This is an optimization exercise on Yosys and OpenROAD, whose aim is small area and a short achievable clock period, not a production implementation. Power figures rest on the tool's default switching activity, not on a simulated workload.

Setup of 11-10:
## ula
module ula(
    input clk14,			 
	 input reset,			 
    input [15:0] a,		 
    input [7:0] din,		 
	 output [7:0] dout,	 
    input mreq_n,			 
    input iorq_n,			 
    input rd_n,			 
    input wr_n,			 
	 input rfsh_n,			 
	 output clkcpu,		 
	 output msk_int_n,	 
    output [13:0] va,	  
	 input [7:0] vramdout, 
	 output [7:0] vramdin, 
    output vramoe,		 
    output vramcs,		  
    output vramwe,		 
    input ear,				   
    output mic,			    
    output spk,            
	 output [7:0] kbrows,    
    input [4:0] kbcolumns,	 
    output r,				
    output g,				 
    output b,				 
    output i,				 
	 output [7:0] rgbulaplus,	 
	 output ulaplus_enabled,	 
    output csync,			
    output hsync,
    output vsync
    );
For scale: ~2,200 cells after synthesis, ~640 flip-flops, roughly 27,000 µm² of cells after synthesis.
==> flow/config.mk <==
export PLATFORM = sky130hd
export DESIGN_NAME = ula
export DESIGN_NICKNAME = ula
export VERILOG_FILES = /design/flow/design.v
export SDC_FILE = /design/flow/constraint.sdc
export NUM_CORES = 4
export LEC_CHECK = 0
export CAP_MARGIN = 20
export CORE_MARGIN = 2
export CORE_UTILIZATION = 40
export PLACE_DENSITY = 0.6
export SETUP_SLACK_MARGIN = 4.6
export SLEW_MARGIN = 20
export TNS_END_PERCENT = 10
==> flow/constraint.sdc <==
create_clock -name core_clock -period 10.0 [get_ports {clk14}]
set_input_delay 2.0000 -clock core_clock [delete_from_list [all_inputs] [get_ports {clk14}]]
set_output_delay 2.0000 -clock core_clock [all_outputs]
set_load 0.01 [all_outputs]
standard.sh (not shown) runs the stock make flow with config.mk's settings and CLKGATE_MAP_FILE= SYNTH_SCRIPT=/design/flow/synth_recipe.tcl, a recipe that flattens the netlist after the stock synthesis.
==> flow/flow/run.sh <==
#!/bin/bash
# Layout flow: the standard flow (standard.sh, ORFS) with three changes
# made through ORFS's own variables:
#  - ports are buffered with sky130_fd_sc_hd__buf_1 rather than the delay
#    buffer buffer_ports picks by default;
#  - clock tree synthesis uses clkbuf_16 sink clusters and no dummy loads;
#  - everything else as in the standard flow (synthesis unchanged).
# Each step's full output goes to a log file in this folder.
set -euo pipefail
export BUFFER_PORTS_ARGS="-buffer_cell sky130_fd_sc_hd__buf_1"
export CTS_ARGS="-sink_clustering_enable -repair_clock_nets -dont_use_dummy_load -buf_list sky130_fd_sc_hd__clkbuf_16 -sink_clustering_size 24 -sink_clustering_max_diameter 70"
bash standard.sh synth > synth.log 2>&1
bash standard.sh floorplan > floorplan.log 2>&1
bash standard.sh place > place.log 2>&1
bash standard.sh cts > cts.log 2>&1
bash standard.sh route > route.log 2>&1
bash standard.sh finish > finish.log 2>&1
#### Input delta (04-12 over 11-10)
--- a/flow/design.v
+++ b/flow/design.v
@@ -4,15 +4,16 @@
     input [5:0] wa,
     input [7:0] din,
     input we,
     input [7:0] ra_hi,	 
     input [7:0] ra_lo,	 
     output [7:0] douta,
     input [2:0] rb,
-    output [7:0] doutb
+    output [7:0] doutb,
+    output [7:0] dout0	 
     );
 	reg [7:0] mem[0:63];
 	always @(posedge clk) if (we) mem[wa] <= din;
 	wire [7:0] lb = 8'b1 << rb;
 	reg [7:0] a, b;
 	integer k;
 	always @(*) begin
@@ -21,14 +22,15 @@
 			a = a | (mem[k] & {8{ra_hi[k/8] & ra_lo[k%8]}});
 		b = 8'h00;
 		for (k = 0; k < 8; k = k + 1)
 			b = b | (mem[8+k] & {8{lb[k]}});
 	end
 	assign douta = a;
 	assign doutb = b;
+	assign dout0 = mem[0];
 endmodule
 `timescale 1ns / 1ps
 module ula(
     input clk14,			 
 	 input reset,			 
     input [15:0] a,		 
     input [7:0] din,		 
@@ -255,39 +257,52 @@
 	                      TimexHiColorMode ? {1'b1, dispaddr} : {4'b0110, vc[7:3], col};
 	assign va = ulaslot ? ulaaddr : a[13:0];
 	assign vramcs = ulaslot | (!cpublock & !a[15] & a[14] & !mreq_n);
 	assign vramoe = ulaslot ? !hc[0] : (!cpublock & !rd_n);
 	assign vramwe = !ulaslot & !cpublock & !wr_n;
 	wire fetchslot = Border_n && hc[3] && hc[1];
 	wire palettewe = dataportsel && !wr_n && (ULAPlusAddrReg[7:6]==2'b00) && !fetchslot;
-	wire fetchslot_next = !reset && (clk7 ? fetchslot : (Border_n && hc[3] && (hc[1] ^ hc[0])));
-	wire ink_next = hc[0] ^ !clk7;
-	wire [5:0] fetchaddr_next = ink_next ? { AttrReg[7:6],1'b0,AttrReg[2:0] } : { AttrReg[7:6],1'b1,AttrReg[5:3] };
+	reg fetchslot_next;
+	reg [5:0] paletteaddr_reg;
+	wire fetchslot_next2 = Border_n && hc[3] && (hc[1] ^ hc[0]);
+	wire [7:0] AttrReg_next = AttrLatch_fall ? vramdout : AttrReg;
+	wire [5:0] fetchaddr_next2 = hc[0] ? { AttrReg_next[7:6],1'b1,AttrReg_next[5:3] } : { AttrReg_next[7:6],1'b0,AttrReg_next[2:0] };
+	always @(posedge clk14) begin
+		if (reset) begin
+			fetchslot_next <= 0;
+			paletteaddr_reg <= 0;
+		end
+		else begin
+			fetchslot_next <= fetchslot_next2;
+			paletteaddr_reg <= fetchslot_next2 ? fetchaddr_next2 :
+			                   (clk7_rise && addrportsel && !wr_n) ? din[5:0] : ULAPlusAddrReg[5:0];
+		end
+	end
 	wire addrreg_wr = clk7_rise && addrportsel && !wr_n;
-	wire next_from_din = addrreg_wr && !fetchslot_next && !reset;
-	wire [5:0] paletteaddr_reg = reset ? 6'd0 : fetchslot_next ? fetchaddr_next : ULAPlusAddrReg[5:0];
+	wire next_from_din = addrreg_wr && !fetchslot_next;
 	wire [7:0] ra_hi = next_from_din ? (8'b1 << din[5:3]) : (8'b1 << paletteaddr_reg[5:3]);
 	wire [7:0] ra_lo = next_from_din ? (8'b1 << din[2:0]) : (8'b1 << paletteaddr_reg[2:0]);
-	wire palette_bypass = palettewe && (reset ? (ULAPlusAddrReg[5:0] == 6'd0) :
-	                                    (!fetchslot_next || fetchaddr_next == ULAPlusAddrReg[5:0]));
+	wire palette_bypass = palettewe && ((reset ? 6'd0 : paletteaddr_reg) == ULAPlusAddrReg[5:0]);
 	wire [7:0] paletteread;
 	wire [7:0] paletteborder;
+	wire [7:0] palettefirst;	 
 	reg [7:0] palettedout;
 	always @(posedge clk14)
-		palettedout <= palette_bypass ? din : paletteread;
+		palettedout <= palette_bypass ? din : reset ? palettefirst : paletteread;
 	ram64bytes palette (
 		.clk(clk14),
 		.wa(ULAPlusAddrReg[5:0]),
 		.din(din),
 		.we(palettewe),
 		.ra_hi(ra_hi),
 		.ra_lo(ra_lo),
 		.douta(paletteread),
 		.rb(BorderColor),
-		.doutb(paletteborder)
+		.doutb(paletteborder),
+		.dout0(palettefirst)
 		);
 	reg [7:0] ULAPlusPaper;
 	reg [7:0] ULAPlusInk;
 	reg [7:0] ULAPlusBorder;
 	wire ULAPlusPixel = SRegister[7];
 	always @(posedge clk14) begin
 		if (reset) begin
@@ -369,15 +384,21 @@
 		else if (clk7_rise) begin
 			if (addrportsel && !wr_n)
 				ULAPlusAddrReg <= din;
 			else if (dataportsel && !wr_n && ULAPlusAddrReg[7:6]==2'b01)
 				ULAPlusConfig <= din[0];
 		end
 	end
-	wire [7:0] idle_dout = Border_n ? AttrReg : 8'hFF;	 
+	reg [7:0] idle_dout;
+	wire Border_n_next = clk7_fall ? !((vc[7] & vc[6]) | vc[8] | hc[8]) : Border_n;
+	always @(posedge clk14)
+		if (reset)
+			idle_dout <= 0;
+		else
+			idle_dout <= Border_n_next ? AttrReg_next : 8'hFF;
 	wire [7:0] data_dout = (ULAPlusAddrReg[7:6]==2'b01) ? {7'b0000000, ULAPlusConfig} :
 	                       (ULAPlusAddrReg[7:6]==2'b00) ? palettedout : idle_dout;
 	wire s_vram = !a[15] && a[14] && !mreq_n && !rd_n;	 
 	wire io_rd = !iorq_n && !rd_n;
 	wire s_kb = io_rd && !a[0] && !s_vram;	 
 	wire s_tmx = io_rd && (a[7:0]==8'hFF) && !s_vram;	 
 	wire s_ulap = io_rd && a[0] && !a[2] && (a[7:6]==2'b00) && a[15];	 
Taking 11-10 as the reference, in 04-12 total number of multi-input combinational cells decreased about 5%; portion of netlist area occupied by mux cells saw an increase.
Number of storage elements in the synthesis netlist: 11-10 and 04-12 compared, lower one is 11-10
On power, 04-12 does worse than 11-10.
No stage failed in 04-12, and the final checks on the layout all came back clean.
Both conditions hold for 11-10: the flow ran to the end and the final layout passed the timing, DRC and antenna checks.
In 04-12, fraction of the core area covered by cells at the end of the flow is lower than in 11-10.
[04-12 vs 11-10] power density of the placed cells: higher in 04-12
Diff 11-10 -> 04-12 | worst hold margin | increase of 0.014 ns
Function was not checked in any run of this note: the RTL went through the layout flow alone.

==> separate check: timing with driven ports <==
The results above use ideal ports. As a check the final layouts listed here were re-extracted and re-timed, cells and wires unchanged.
Step 1 (the two cells are an assumption about what drives the block):
set clk [get_ports {clk14}]
set_driving_cell -lib_cell sky130_fd_sc_hd__clkbuf_16 $clk
set_driving_cell -lib_cell sky130_fd_sc_hd__buf_2 [delete_from_list [all_inputs] $clk]
Step 2 moves the port delays by t, midway between the first and last clock arrival at a register: inputs arrive t later, outputs are due t later. That takes back most of the time a late clock gives input paths.
a / b / c = ideal ports / drivers / drivers and shift; a / b = the first two.
run | t, ns | setup slack, ns | worst register clock-pin slew, ns
11-10 | 0.640 | 4.196 / 4.156 / 3.579 | 0.10 / 0.10
04-12 | 0.627 | 4.301 / 4.271 / 3.749 | 0.10 / 0.10
After both steps every run listed still meets setup and hold. The setup slack of 11-10, which loses most, moves by -0.040 ns with the drivers and by -0.617 ns with both steps.
